Background: an optimization exercise with open tools, aiming at small area, a short achievable clock period and few clock cycles. Do not read the settings as production practice.
Where RTL was checked, it was by simulation tests only, not by an equivalence proof against the original.
Power is estimated from default activity; no workload was simulated.

==> sierra: inputs <==
Design alu_unit, start of the top module:
module alu_unit(
    input clk,
    input rst,
    input in_valid,
    output in_ready,
    input [15:0] a,
    input [15:0] b,
    input [2:0] op,
    output reg out_valid,
    output reg [15:0] r
    );
Settings: LEC_CHECK=0, ABC_AREA=1, CAP_MARGIN=20, CORE_MARGIN=2, CORE_UTILIZATION=40, SLEW_MARGIN=20; clock period 70.0 ns.
standard.sh (not shown) runs the stock make flow with config.mk's settings and CLKGATE_MAP_FILE= SYNTH_SCRIPT=/design/flow/synth_recipe.tcl, a recipe that flattens the netlist after the stock synthesis.
==> flow/flow/run.sh <==
#!/bin/bash
# Layout flow: the standard flow, except that synthesis maps with the
# ABC script in flow/abc_area.script (area-oriented mapping, no ABC
# buffering/upsizing; the resizer later fixes timing on the placed design).
# Then: buf_1 port buffers, clkbuf_8 clock buffers, and the resizer asked
# to leave 55 ns of setup slack. Each part logs to its own file.
set -e
rm -rf scripts_abc
cp -r "$FLOW_HOME/scripts" scripts_abc
cp flow/abc_area.script scripts_abc/abc_area.script
A=("BUFFER_PORTS_ARGS=-buffer_cell sky130_fd_sc_hd__buf_1" CTS_BUF_LIST=sky130_fd_sc_hd__clkbuf_8 SETUP_SLACK_MARGIN=55 )
bash standard.sh "${A[@]}" SCRIPTS_DIR=$PWD/scripts_abc synth > synth.log 2>&1
bash standard.sh "${A[@]}" finish > standard.log 2>&1
==> flow/flow/abc_area.script <==
strash
dch
amap
strash
dch
amap
topo
stime -c
==> zinc: changes against sierra <==
--- a/flow/design.v
+++ b/flow/design.v
@@ -22,17 +22,17 @@
 end
 wire mul0 = op_q == 3'd3;
 wire div0 = op_q == 3'd4;
 wire add0 = op_q == 3'd1;
 wire sub0 = op_q == 3'd2;
 wire [2:0] k0 = ~v0 ? 3'b000 : div0 ? 3'b100 : sub0 ? 3'b101 :
                 mul0 ? 3'b110 : add0 ? 3'b111 : 3'b001;
 wire [15:0] y0 = b_q ^ {16{div0 | sub0}};
-wire [15:0] x0 = {a_q[15:10] & {6{~mul0}}, a_q[9:0]};
+wire [15:0] x0 = {a_q[15:9] & {7{~mul0}}, a_q[8:0]};
 wire [1:0] s15;
 wire g15_0_0 = (x0[15] & y0[0]) | ((div0 | sub0) & (x0[15] ^ y0[0]));
 wire p15_0_0 = x0[15] ^ y0[0];
 assign s15[0] = p15_0_0 ^ (div0 | sub0);
 assign s15[1] = g15_0_0;
 wire sel15 = mul0 ? a_q[15] : (div0 & s15[1] & &y0[15:1]);
 wire [15:0] x_15 = sel15 ? {s15[0:0], x0[14:0]} : x0;
 wire [2:0] s14;
@@ -148,46 +148,31 @@
 assign s10[1] = p10_1_1 ^ g10_0_0;
 assign s10[2] = p10_2_2 ^ g10_1_0;
 assign s10[3] = p10_3_3 ^ g10_2_0;
 assign s10[4] = p10_4_4 ^ g10_3_0;
 assign s10[5] = p10_5_5 ^ g10_4_0;
 assign s10[6] = g10_5_0;
 wire sel10 = mul0 ? a_q[10] : (div0 & s10[6] & &y0[15:6]);
 wire [15:0] x_10 = sel10 ? {s10[5:0], x_11[9:0]} : x_11;
-reg [15:0] x1, y1;
-reg [15:10] q1;
-reg [2:0] k1;
-always @(posedge clk) begin
-    x1 <= x_10;
-    y1 <= y0;
-    q1 <= {sel15, sel14, sel13, sel12, sel11, sel10};
-    k1 <= rst ? 3'd0 : k0;
-end
-wire mul1 = k1 == 3'b110;
-wire div1 = k1 == 3'b100;
-wire add1 = k1 == 3'b111;
-wire sub1 = k1 == 3'b101;
-wire v1 = |k1;
-wire xl9 = ~mul1 & x1[9];
 wire [7:0] s9;
-wire g9_0_0 = (xl9 & y1[0]) | ((div1 | sub1) & (xl9 ^ y1[0]));
-wire p9_0_0 = xl9 ^ y1[0];
-wire g9_1_1 = x1[10] & y1[1];
-wire p9_1_1 = x1[10] ^ y1[1];
-wire g9_2_2 = x1[11] & y1[2];
-wire p9_2_2 = x1[11] ^ y1[2];
-wire g9_3_3 = x1[12] & y1[3];
-wire p9_3_3 = x1[12] ^ y1[3];
-wire g9_4_4 = x1[13] & y1[4];
-wire p9_4_4 = x1[13] ^ y1[4];
-wire g9_5_5 = x1[14] & y1[5];
-wire p9_5_5 = x1[14] ^ y1[5];
-wire g9_6_6 = x1[15] & y1[6];
-wire p9_6_6 = x1[15] ^ y1[6];
+wire g9_0_0 = (x_10[9] & y0[0]) | ((div0 | sub0) & (x_10[9] ^ y0[0]));
+wire p9_0_0 = x_10[9] ^ y0[0];
+wire g9_1_1 = x_10[10] & y0[1];
+wire p9_1_1 = x_10[10] ^ y0[1];
+wire g9_2_2 = x_10[11] & y0[2];
+wire p9_2_2 = x_10[11] ^ y0[2];
+wire g9_3_3 = x_10[12] & y0[3];
+wire p9_3_3 = x_10[12] ^ y0[3];
+wire g9_4_4 = x_10[13] & y0[4];
+wire p9_4_4 = x_10[13] ^ y0[4];
+wire g9_5_5 = x_10[14] & y0[5];
+wire p9_5_5 = x_10[14] ^ y0[5];
+wire g9_6_6 = x_10[15] & y0[6];
+wire p9_6_6 = x_10[15] ^ y0[6];
 wire g9_1_0 = g9_1_1 | (p9_1_1 & g9_0_0);
 wire p9_1_0 = p9_1_1 & p9_0_0;
 wire g9_3_2 = g9_3_3 | (p9_3_3 & g9_2_2);
 wire p9_3_2 = p9_3_3 & p9_2_2;
 wire g9_5_4 = g9_5_5 | (p9_5_5 & g9_4_4);
 wire p9_5_4 = p9_5_5 & p9_4_4;
 wire g9_2_0 = g9_2_2 | (p9_2_2 & g9_1_0);
 wire p9_2_0 = p9_2_2 & p9_1_0;
@@ -196,44 +181,58 @@
 wire g9_6_4 = g9_6_6 | (p9_6_6 & g9_5_4);
 wire p9_6_4 = p9_6_6 & p9_5_4;
 wire g9_4_0 = g9_4_4 | (p9_4_4 & g9_3_0);
 wire p9_4_0 = p9_4_4 & p9_3_0;
 wire g9_5_0 = g9_5_4 | (p9_5_4 & g9_3_0);
 wire p9_5_0 = p9_5_4 & p9_3_0;
 wire g9_6_0 = g9_6_4 | (p9_6_4 & g9_3_0);
 wire p9_6_0 = p9_6_4 & p9_3_0;
-assign s9[0] = p9_0_0 ^ (div1 | sub1);
+assign s9[0] = p9_0_0 ^ (div0 | sub0);
 assign s9[1] = p9_1_1 ^ g9_0_0;
 assign s9[2] = p9_2_2 ^ g9_1_0;
 assign s9[3] = p9_3_3 ^ g9_2_0;
 assign s9[4] = p9_4_4 ^ g9_3_0;
 assign s9[5] = p9_5_5 ^ g9_4_0;
 assign s9[6] = p9_6_6 ^ g9_5_0;
 assign s9[7] = g9_6_0;
-wire sel9 = mul1 ? x1[9] : (div1 & s9[7] & &y1[15:7]);
-wire [15:0] x_9 = sel9 ? {s9[6:0], x1[8:0]} : x1;
-wire xl8 = ~mul1 & x_9[8];
+wire sel9 = mul0 ? a_q[9] : (div0 & s9[7] & &y0[15:7]);
+wire [15:0] x_9 = sel9 ? {s9[6:0], x_10[8:0]} : x_10;
+reg [15:0] x1, y1;
+reg [15:9] q1;
+reg [2:0] k1;
+always @(posedge clk) begin
+    x1 <= x_9;
+    y1 <= y0;
+    q1 <= {sel15, sel14, sel13, sel12, sel11, sel10, sel9};
+    k1 <= rst ? 3'd0 : k0;
+end
+wire mul1 = k1 == 3'b110;
+wire div1 = k1 == 3'b100;
+wire add1 = k1 == 3'b111;
+wire sub1 = k1 == 3'b101;
+wire v1 = |k1;
+wire xl8 = ~mul1 & x1[8];
 wire [8:0] s8;
 wire g8_0_0 = (xl8 & y1[0]) | ((div1 | sub1) & (xl8 ^ y1[0]));
 wire p8_0_0 = xl8 ^ y1[0];
-wire g8_1_1 = x_9[9] & y1[1];
-wire p8_1_1 = x_9[9] ^ y1[1];
-wire g8_2_2 = x_9[10] & y1[2];
-wire p8_2_2 = x_9[10] ^ y1[2];
-wire g8_3_3 = x_9[11] & y1[3];
-wire p8_3_3 = x_9[11] ^ y1[3];
-wire g8_4_4 = x_9[12] & y1[4];
-wire p8_4_4 = x_9[12] ^ y1[4];
-wire g8_5_5 = x_9[13] & y1[5];
-wire p8_5_5 = x_9[13] ^ y1[5];
-wire g8_6_6 = x_9[14] & y1[6];
-wire p8_6_6 = x_9[14] ^ y1[6];
-wire g8_7_7 = x_9[15] & y1[7];
-wire p8_7_7 = x_9[15] ^ y1[7];
+wire g8_1_1 = x1[9] & y1[1];
+wire p8_1_1 = x1[9] ^ y1[1];
+wire g8_2_2 = x1[10] & y1[2];
+wire p8_2_2 = x1[10] ^ y1[2];
+wire g8_3_3 = x1[11] & y1[3];
+wire p8_3_3 = x1[11] ^ y1[3];
+wire g8_4_4 = x1[12] & y1[4];
+wire p8_4_4 = x1[12] ^ y1[4];
+wire g8_5_5 = x1[13] & y1[5];
+wire p8_5_5 = x1[13] ^ y1[5];
+wire g8_6_6 = x1[14] & y1[6];
+wire p8_6_6 = x1[14] ^ y1[6];
+wire g8_7_7 = x1[15] & y1[7];
+wire p8_7_7 = x1[15] ^ y1[7];
 wire g8_1_0 = g8_1_1 | (p8_1_1 & g8_0_0);
 wire p8_1_0 = p8_1_1 & p8_0_0;
 wire g8_3_2 = g8_3_3 | (p8_3_3 & g8_2_2);
 wire p8_3_2 = p8_3_3 & p8_2_2;
 wire g8_5_4 = g8_5_5 | (p8_5_5 & g8_4_4);
 wire p8_5_4 = p8_5_5 & p8_4_4;
 wire g8_7_6 = g8_7_7 | (p8_7_7 & g8_6_6);
 wire p8_7_6 = p8_7_7 & p8_6_6;
@@ -257,18 +256,18 @@
 assign s8[1] = p8_1_1 ^ g8_0_0;
 assign s8[2] = p8_2_2 ^ g8_1_0;
 assign s8[3] = p8_3_3 ^ g8_2_0;
 assign s8[4] = p8_4_4 ^ g8_3_0;
 assign s8[5] = p8_5_5 ^ g8_4_0;
 assign s8[6] = p8_6_6 ^ g8_5_0;
 assign s8[7] = p8_7_7 ^ g8_6_0;
 assign s8[8] = g8_7_0;
-wire sel8 = mul1 ? x_9[8] : (div1 & s8[8] & &y1[15:8]);
-wire [15:0] x_8 = sel8 ? {s8[7:0], x_9[7:0]} : x_9;
+wire sel8 = mul1 ? x1[8] : (div1 & s8[8] & &y1[15:8]);
+wire [15:0] x_8 = sel8 ? {s8[7:0], x1[7:0]} : x1;
 wire xl7 = ~mul1 & x_8[7];
 wire [9:0] s7;
 wire g7_0_0 = (xl7 & y1[0]) | ((div1 | sub1) & (xl7 ^ y1[0]));
 wire p7_0_0 = xl7 ^ y1[0];
 wire g7_1_1 = x_8[8] & y1[1];
 wire p7_1_1 = x_8[8] ^ y1[1];
 wire g7_2_2 = x_8[9] & y1[2];
 wire p7_2_2 = x_8[9] ^ y1[2];
@@ -541,17 +540,17 @@
 wire sel4 = mul1 ? x_5[4] : (div1 & s4[12] & &y1[15:12]);
 wire [15:0] x_4 = sel4 ? {s4[11:0], x_5[3:0]} : x_5;
 reg [15:0] x2, y2;
 reg [15:4] q2;
 reg [2:0] k2;
 always @(posedge clk) begin
     x2 <= x_4;
     y2 <= y1;
-    q2 <= {q1[15:10], sel9, sel8, sel7, sel6, sel5, sel4};
+    q2 <= {q1[15:9], sel8, sel7, sel6, sel5, sel4};
     k2 <= rst ? 3'd0 : k1;
 end
 wire mul2 = k2 == 3'b110;
 wire div2 = k2 == 3'b100;
 wire add2 = k2 == 3'b111;
 wire sub2 = k2 == 3'b101;
 wire v2 = |k2;
 wire xl3 = ~mul2 & x2[3];
==> flow/flow/run.sh (replaced) <==
#!/bin/bash
# Layout flow: the standard flow, except that synthesis maps with the
# ABC script in flow/abc_area.script (area-oriented mapping, no ABC
# buffering/upsizing; the resizer later fixes timing on the placed design).
# Then: buf_1 port buffers, clkbuf_4/clkbuf_8 clock buffers, and the resizer asked
# to leave 55 ns of setup slack. Each part logs to its own file.
set -e
rm -rf scripts_abc
cp -r "$FLOW_HOME/scripts" scripts_abc
cp flow/abc_area.script scripts_abc/abc_area.script
A=("BUFFER_PORTS_ARGS=-buffer_cell sky130_fd_sc_hd__buf_1" "CTS_BUF_LIST=sky130_fd_sc_hd__clkbuf_4 sky130_fd_sc_hd__clkbuf_8" SETUP_SLACK_MARGIN=55 )
bash standard.sh "${A[@]}" SCRIPTS_DIR=$PWD/scripts_abc synth > synth.log 2>&1
bash standard.sh "${A[@]}" finish > standard.log 2>&1
==> xenon: changes against sierra <==
--- a/flow/design.v
+++ b/flow/design.v
@@ -22,17 +22,17 @@
 end
 wire mul0 = op_q == 3'd3;
 wire div0 = op_q == 3'd4;
 wire add0 = op_q == 3'd1;
 wire sub0 = op_q == 3'd2;
 wire [2:0] k0 = ~v0 ? 3'b000 : div0 ? 3'b100 : sub0 ? 3'b101 :
                 mul0 ? 3'b110 : add0 ? 3'b111 : 3'b001;
 wire [15:0] y0 = b_q ^ {16{div0 | sub0}};
-wire [15:0] x0 = {a_q[15:10] & {6{~mul0}}, a_q[9:0]};
+wire [15:0] x0 = {a_q[15:9] & {7{~mul0}}, a_q[8:0]};
 wire [1:0] s15;
 wire g15_0_0 = (x0[15] & y0[0]) | ((div0 | sub0) & (x0[15] ^ y0[0]));
 wire p15_0_0 = x0[15] ^ y0[0];
 assign s15[0] = p15_0_0 ^ (div0 | sub0);
 assign s15[1] = g15_0_0;
 wire sel15 = mul0 ? a_q[15] : (div0 & s15[1] & &y0[15:1]);
 wire [15:0] x_15 = sel15 ? {s15[0:0], x0[14:0]} : x0;
 wire [2:0] s14;
@@ -148,46 +148,31 @@
 assign s10[1] = p10_1_1 ^ g10_0_0;
 assign s10[2] = p10_2_2 ^ g10_1_0;
 assign s10[3] = p10_3_3 ^ g10_2_0;
 assign s10[4] = p10_4_4 ^ g10_3_0;
 assign s10[5] = p10_5_5 ^ g10_4_0;
 assign s10[6] = g10_5_0;
 wire sel10 = mul0 ? a_q[10] : (div0 & s10[6] & &y0[15:6]);
 wire [15:0] x_10 = sel10 ? {s10[5:0], x_11[9:0]} : x_11;
-reg [15:0] x1, y1;
-reg [15:10] q1;
-reg [2:0] k1;
-always @(posedge clk) begin
-    x1 <= x_10;
-    y1 <= y0;
-    q1 <= {sel15, sel14, sel13, sel12, sel11, sel10};
-    k1 <= rst ? 3'd0 : k0;
-end
-wire mul1 = k1 == 3'b110;
-wire div1 = k1 == 3'b100;
-wire add1 = k1 == 3'b111;
-wire sub1 = k1 == 3'b101;
-wire v1 = |k1;
-wire xl9 = ~mul1 & x1[9];
 wire [7:0] s9;
-wire g9_0_0 = (xl9 & y1[0]) | ((div1 | sub1) & (xl9 ^ y1[0]));
-wire p9_0_0 = xl9 ^ y1[0];
-wire g9_1_1 = x1[10] & y1[1];
-wire p9_1_1 = x1[10] ^ y1[1];
-wire g9_2_2 = x1[11] & y1[2];
-wire p9_2_2 = x1[11] ^ y1[2];
-wire g9_3_3 = x1[12] & y1[3];
-wire p9_3_3 = x1[12] ^ y1[3];
-wire g9_4_4 = x1[13] & y1[4];
-wire p9_4_4 = x1[13] ^ y1[4];
-wire g9_5_5 = x1[14] & y1[5];
-wire p9_5_5 = x1[14] ^ y1[5];
-wire g9_6_6 = x1[15] & y1[6];
-wire p9_6_6 = x1[15] ^ y1[6];
+wire g9_0_0 = (x_10[9] & y0[0]) | ((div0 | sub0) & (x_10[9] ^ y0[0]));
+wire p9_0_0 = x_10[9] ^ y0[0];
+wire g9_1_1 = x_10[10] & y0[1];
+wire p9_1_1 = x_10[10] ^ y0[1];
+wire g9_2_2 = x_10[11] & y0[2];
+wire p9_2_2 = x_10[11] ^ y0[2];
+wire g9_3_3 = x_10[12] & y0[3];
+wire p9_3_3 = x_10[12] ^ y0[3];
+wire g9_4_4 = x_10[13] & y0[4];
+wire p9_4_4 = x_10[13] ^ y0[4];
+wire g9_5_5 = x_10[14] & y0[5];
+wire p9_5_5 = x_10[14] ^ y0[5];
+wire g9_6_6 = x_10[15] & y0[6];
+wire p9_6_6 = x_10[15] ^ y0[6];
 wire g9_1_0 = g9_1_1 | (p9_1_1 & g9_0_0);
 wire p9_1_0 = p9_1_1 & p9_0_0;
 wire g9_3_2 = g9_3_3 | (p9_3_3 & g9_2_2);
 wire p9_3_2 = p9_3_3 & p9_2_2;
 wire g9_5_4 = g9_5_5 | (p9_5_5 & g9_4_4);
 wire p9_5_4 = p9_5_5 & p9_4_4;
 wire g9_2_0 = g9_2_2 | (p9_2_2 & g9_1_0);
 wire p9_2_0 = p9_2_2 & p9_1_0;
@@ -196,44 +181,58 @@
 wire g9_6_4 = g9_6_6 | (p9_6_6 & g9_5_4);
 wire p9_6_4 = p9_6_6 & p9_5_4;
 wire g9_4_0 = g9_4_4 | (p9_4_4 & g9_3_0);
 wire p9_4_0 = p9_4_4 & p9_3_0;
 wire g9_5_0 = g9_5_4 | (p9_5_4 & g9_3_0);
 wire p9_5_0 = p9_5_4 & p9_3_0;
 wire g9_6_0 = g9_6_4 | (p9_6_4 & g9_3_0);
 wire p9_6_0 = p9_6_4 & p9_3_0;
-assign s9[0] = p9_0_0 ^ (div1 | sub1);
+assign s9[0] = p9_0_0 ^ (div0 | sub0);
 assign s9[1] = p9_1_1 ^ g9_0_0;
 assign s9[2] = p9_2_2 ^ g9_1_0;
 assign s9[3] = p9_3_3 ^ g9_2_0;
 assign s9[4] = p9_4_4 ^ g9_3_0;
 assign s9[5] = p9_5_5 ^ g9_4_0;
 assign s9[6] = p9_6_6 ^ g9_5_0;
 assign s9[7] = g9_6_0;
-wire sel9 = mul1 ? x1[9] : (div1 & s9[7] & &y1[15:7]);
-wire [15:0] x_9 = sel9 ? {s9[6:0], x1[8:0]} : x1;
-wire xl8 = ~mul1 & x_9[8];
+wire sel9 = mul0 ? a_q[9] : (div0 & s9[7] & &y0[15:7]);
+wire [15:0] x_9 = sel9 ? {s9[6:0], x_10[8:0]} : x_10;
+reg [15:0] x1, y1;
+reg [15:9] q1;
+reg [2:0] k1;
+always @(posedge clk) begin
+    x1 <= x_9;
+    y1 <= y0;
+    q1 <= {sel15, sel14, sel13, sel12, sel11, sel10, sel9};
+    k1 <= rst ? 3'd0 : k0;
+end
+wire mul1 = k1 == 3'b110;
+wire div1 = k1 == 3'b100;
+wire add1 = k1 == 3'b111;
+wire sub1 = k1 == 3'b101;
+wire v1 = |k1;
+wire xl8 = ~mul1 & x1[8];
 wire [8:0] s8;
 wire g8_0_0 = (xl8 & y1[0]) | ((div1 | sub1) & (xl8 ^ y1[0]));
 wire p8_0_0 = xl8 ^ y1[0];
-wire g8_1_1 = x_9[9] & y1[1];
-wire p8_1_1 = x_9[9] ^ y1[1];
-wire g8_2_2 = x_9[10] & y1[2];
-wire p8_2_2 = x_9[10] ^ y1[2];
-wire g8_3_3 = x_9[11] & y1[3];
-wire p8_3_3 = x_9[11] ^ y1[3];
-wire g8_4_4 = x_9[12] & y1[4];
-wire p8_4_4 = x_9[12] ^ y1[4];
-wire g8_5_5 = x_9[13] & y1[5];
-wire p8_5_5 = x_9[13] ^ y1[5];
-wire g8_6_6 = x_9[14] & y1[6];
-wire p8_6_6 = x_9[14] ^ y1[6];
-wire g8_7_7 = x_9[15] & y1[7];
-wire p8_7_7 = x_9[15] ^ y1[7];
+wire g8_1_1 = x1[9] & y1[1];
+wire p8_1_1 = x1[9] ^ y1[1];
+wire g8_2_2 = x1[10] & y1[2];
+wire p8_2_2 = x1[10] ^ y1[2];
+wire g8_3_3 = x1[11] & y1[3];
+wire p8_3_3 = x1[11] ^ y1[3];
+wire g8_4_4 = x1[12] & y1[4];
+wire p8_4_4 = x1[12] ^ y1[4];
+wire g8_5_5 = x1[13] & y1[5];
+wire p8_5_5 = x1[13] ^ y1[5];
+wire g8_6_6 = x1[14] & y1[6];
+wire p8_6_6 = x1[14] ^ y1[6];
+wire g8_7_7 = x1[15] & y1[7];
+wire p8_7_7 = x1[15] ^ y1[7];
 wire g8_1_0 = g8_1_1 | (p8_1_1 & g8_0_0);
 wire p8_1_0 = p8_1_1 & p8_0_0;
 wire g8_3_2 = g8_3_3 | (p8_3_3 & g8_2_2);
 wire p8_3_2 = p8_3_3 & p8_2_2;
 wire g8_5_4 = g8_5_5 | (p8_5_5 & g8_4_4);
 wire p8_5_4 = p8_5_5 & p8_4_4;
 wire g8_7_6 = g8_7_7 | (p8_7_7 & g8_6_6);
 wire p8_7_6 = p8_7_7 & p8_6_6;
@@ -257,18 +256,18 @@
 assign s8[1] = p8_1_1 ^ g8_0_0;
 assign s8[2] = p8_2_2 ^ g8_1_0;
 assign s8[3] = p8_3_3 ^ g8_2_0;
 assign s8[4] = p8_4_4 ^ g8_3_0;
 assign s8[5] = p8_5_5 ^ g8_4_0;
 assign s8[6] = p8_6_6 ^ g8_5_0;
 assign s8[7] = p8_7_7 ^ g8_6_0;
 assign s8[8] = g8_7_0;
-wire sel8 = mul1 ? x_9[8] : (div1 & s8[8] & &y1[15:8]);
-wire [15:0] x_8 = sel8 ? {s8[7:0], x_9[7:0]} : x_9;
+wire sel8 = mul1 ? x1[8] : (div1 & s8[8] & &y1[15:8]);
+wire [15:0] x_8 = sel8 ? {s8[7:0], x1[7:0]} : x1;
 wire xl7 = ~mul1 & x_8[7];
 wire [9:0] s7;
 wire g7_0_0 = (xl7 & y1[0]) | ((div1 | sub1) & (xl7 ^ y1[0]));
 wire p7_0_0 = xl7 ^ y1[0];
 wire g7_1_1 = x_8[8] & y1[1];
 wire p7_1_1 = x_8[8] ^ y1[1];
 wire g7_2_2 = x_8[9] & y1[2];
 wire p7_2_2 = x_8[9] ^ y1[2];
@@ -541,17 +540,17 @@
 wire sel4 = mul1 ? x_5[4] : (div1 & s4[12] & &y1[15:12]);
 wire [15:0] x_4 = sel4 ? {s4[11:0], x_5[3:0]} : x_5;
 reg [15:0] x2, y2;
 reg [15:4] q2;
 reg [2:0] k2;
 always @(posedge clk) begin
     x2 <= x_4;
     y2 <= y1;
-    q2 <= {q1[15:10], sel9, sel8, sel7, sel6, sel5, sel4};
+    q2 <= {q1[15:9], sel8, sel7, sel6, sel5, sel4};
     k2 <= rst ? 3'd0 : k1;
 end
 wire mul2 = k2 == 3'b110;
 wire div2 = k2 == 3'b100;
 wire add2 = k2 == 3'b111;
 wire sub2 = k2 == 3'b101;
 wire v2 = |k2;
 wire xl3 = ~mul2 & x2[3];
==> flow/flow/run.sh (replaced) <==
#!/bin/bash
# Layout flow: the standard flow, except that synthesis maps with the
# ABC script in flow/abc_area.script (area-oriented mapping, no ABC
# buffering/upsizing; the resizer later fixes timing on the placed design).
# Then: buf_1 port buffers, clkbuf_8 clock buffers, and the resizer asked
# to leave 55 ns of setup slack. Each part logs to its own file.
set -e
rm -rf scripts_abc
cp -r "$FLOW_HOME/scripts" scripts_abc
cp flow/abc_area.script scripts_abc/abc_area.script
A=("BUFFER_PORTS_ARGS=-buffer_cell sky130_fd_sc_hd__buf_1" CTS_BUF_LIST=sky130_fd_sc_hd__clkbuf_8 SETUP_SLACK_MARGIN=55 GPL_ROUTABILITY_DRIVEN=0)
bash standard.sh "${A[@]}" SCRIPTS_DIR=$PWD/scripts_abc synth > synth.log 2>&1
bash standard.sh "${A[@]}" finish > standard.log 2>&1
==> flow/config.mk (replaced) <==
export PLATFORM = sky130hd
export DESIGN_NAME = alu_unit
export DESIGN_NICKNAME = alu_unit
export VERILOG_FILES = /design/flow/design.v
export SDC_FILE = /design/flow/constraint.sdc
export NUM_CORES = 4
export LEC_CHECK = 0
export ABC_AREA = 1
export CAP_MARGIN = 20
export CORE_MARGIN = 2
export CORE_UTILIZATION = 30
export SLEW_MARGIN = 20
==> comparison table <==
item                                                                                          sierra                    xenon                     zinc
Run status                                                                   complete, no violations  complete, no violations  complete, no violations
Worst setup path endpoint                                                                       r[9]                     r[8]                     r[3]
Area used by multi-input combinational logic                                            0.00577 mm^2             0.00558 mm^2             0.00560 mm^2
Clock edge transition at the registers on the reported setup and hold paths                  0.09 ns                  0.10 ns                  0.09 ns
Number of clock buffer instances in the layout                                                    17                       17                       19
Switching share of power                                                                       34.6%                    37.8%                    35.9%
Part of the power in combinational logic                                                       30.8%                    32.2%                    32.0%
WHS Endpoint                                                                                   x2[0]                    x2[1]                    x1[8]
Nets@finish                                                                                     1298                     1304                     1302
Number of global-route vias before repair                                                       7008                     7150                     6856
Final clock-cell share                                                                         4.01%                    3.97%                    3.79%
Effective utilization at floorplan                                                             40.4%                    30.5%                    40.5%
Worst hold slack                                                                            0.319 ns                 0.322 ns                 0.332 ns
Adder-cell area share of the yosys netlist                                                     28.1%                    27.8%                    27.8%
Count of non-filler cells in the finished layout                                                1391                     1503                     1396
Switch Pwr                                                                                 0.0803 mW                0.0880 mW                0.0826 mW
Testbench counts of zinc, summed over its fixed seeds: cycles 4,032.
Testbench counts of xenon, summed over its fixed seeds: cycles 4,032.
No functional check of the RTL was part of sierra.

-- re-timing with driven ports --
The results above use ideal ports. As a check the final layouts listed here were re-extracted and re-timed, cells and wires unchanged.
Step 1 sets driving cells, clkbuf_16 on the clock port and buf_2 on the other inputs (assumed; they add their load-dependent delay and slew).
Step 2 adds t to the input delays and takes it off the output delays; t is the mean of the earliest and latest rising clock arrival at the registers after step 1. Input paths then give back, and output paths get back, about the clock's delay inside the block.
a / b / c = no drivers / after step 1 / after step 2; a / b = the first two.
run	shift t [ns]	slack for setup (ns)	worst setup path after step 2	slew at the worst register clock pin (ns)	worst slew at a driven data input, ns
sierra	0.493	55.038 / 54.995 / 55.340	input to register	0.09 / 0.09	0.03
zinc	0.477	55.044 / 55.003 / 55.337	input to register	0.09 / 0.09	0.03
xenon	0.498	55.056 / 55.012 / 55.322	input to register	0.10 / 0.10	0.04
After both steps every run listed still meets setup and hold.
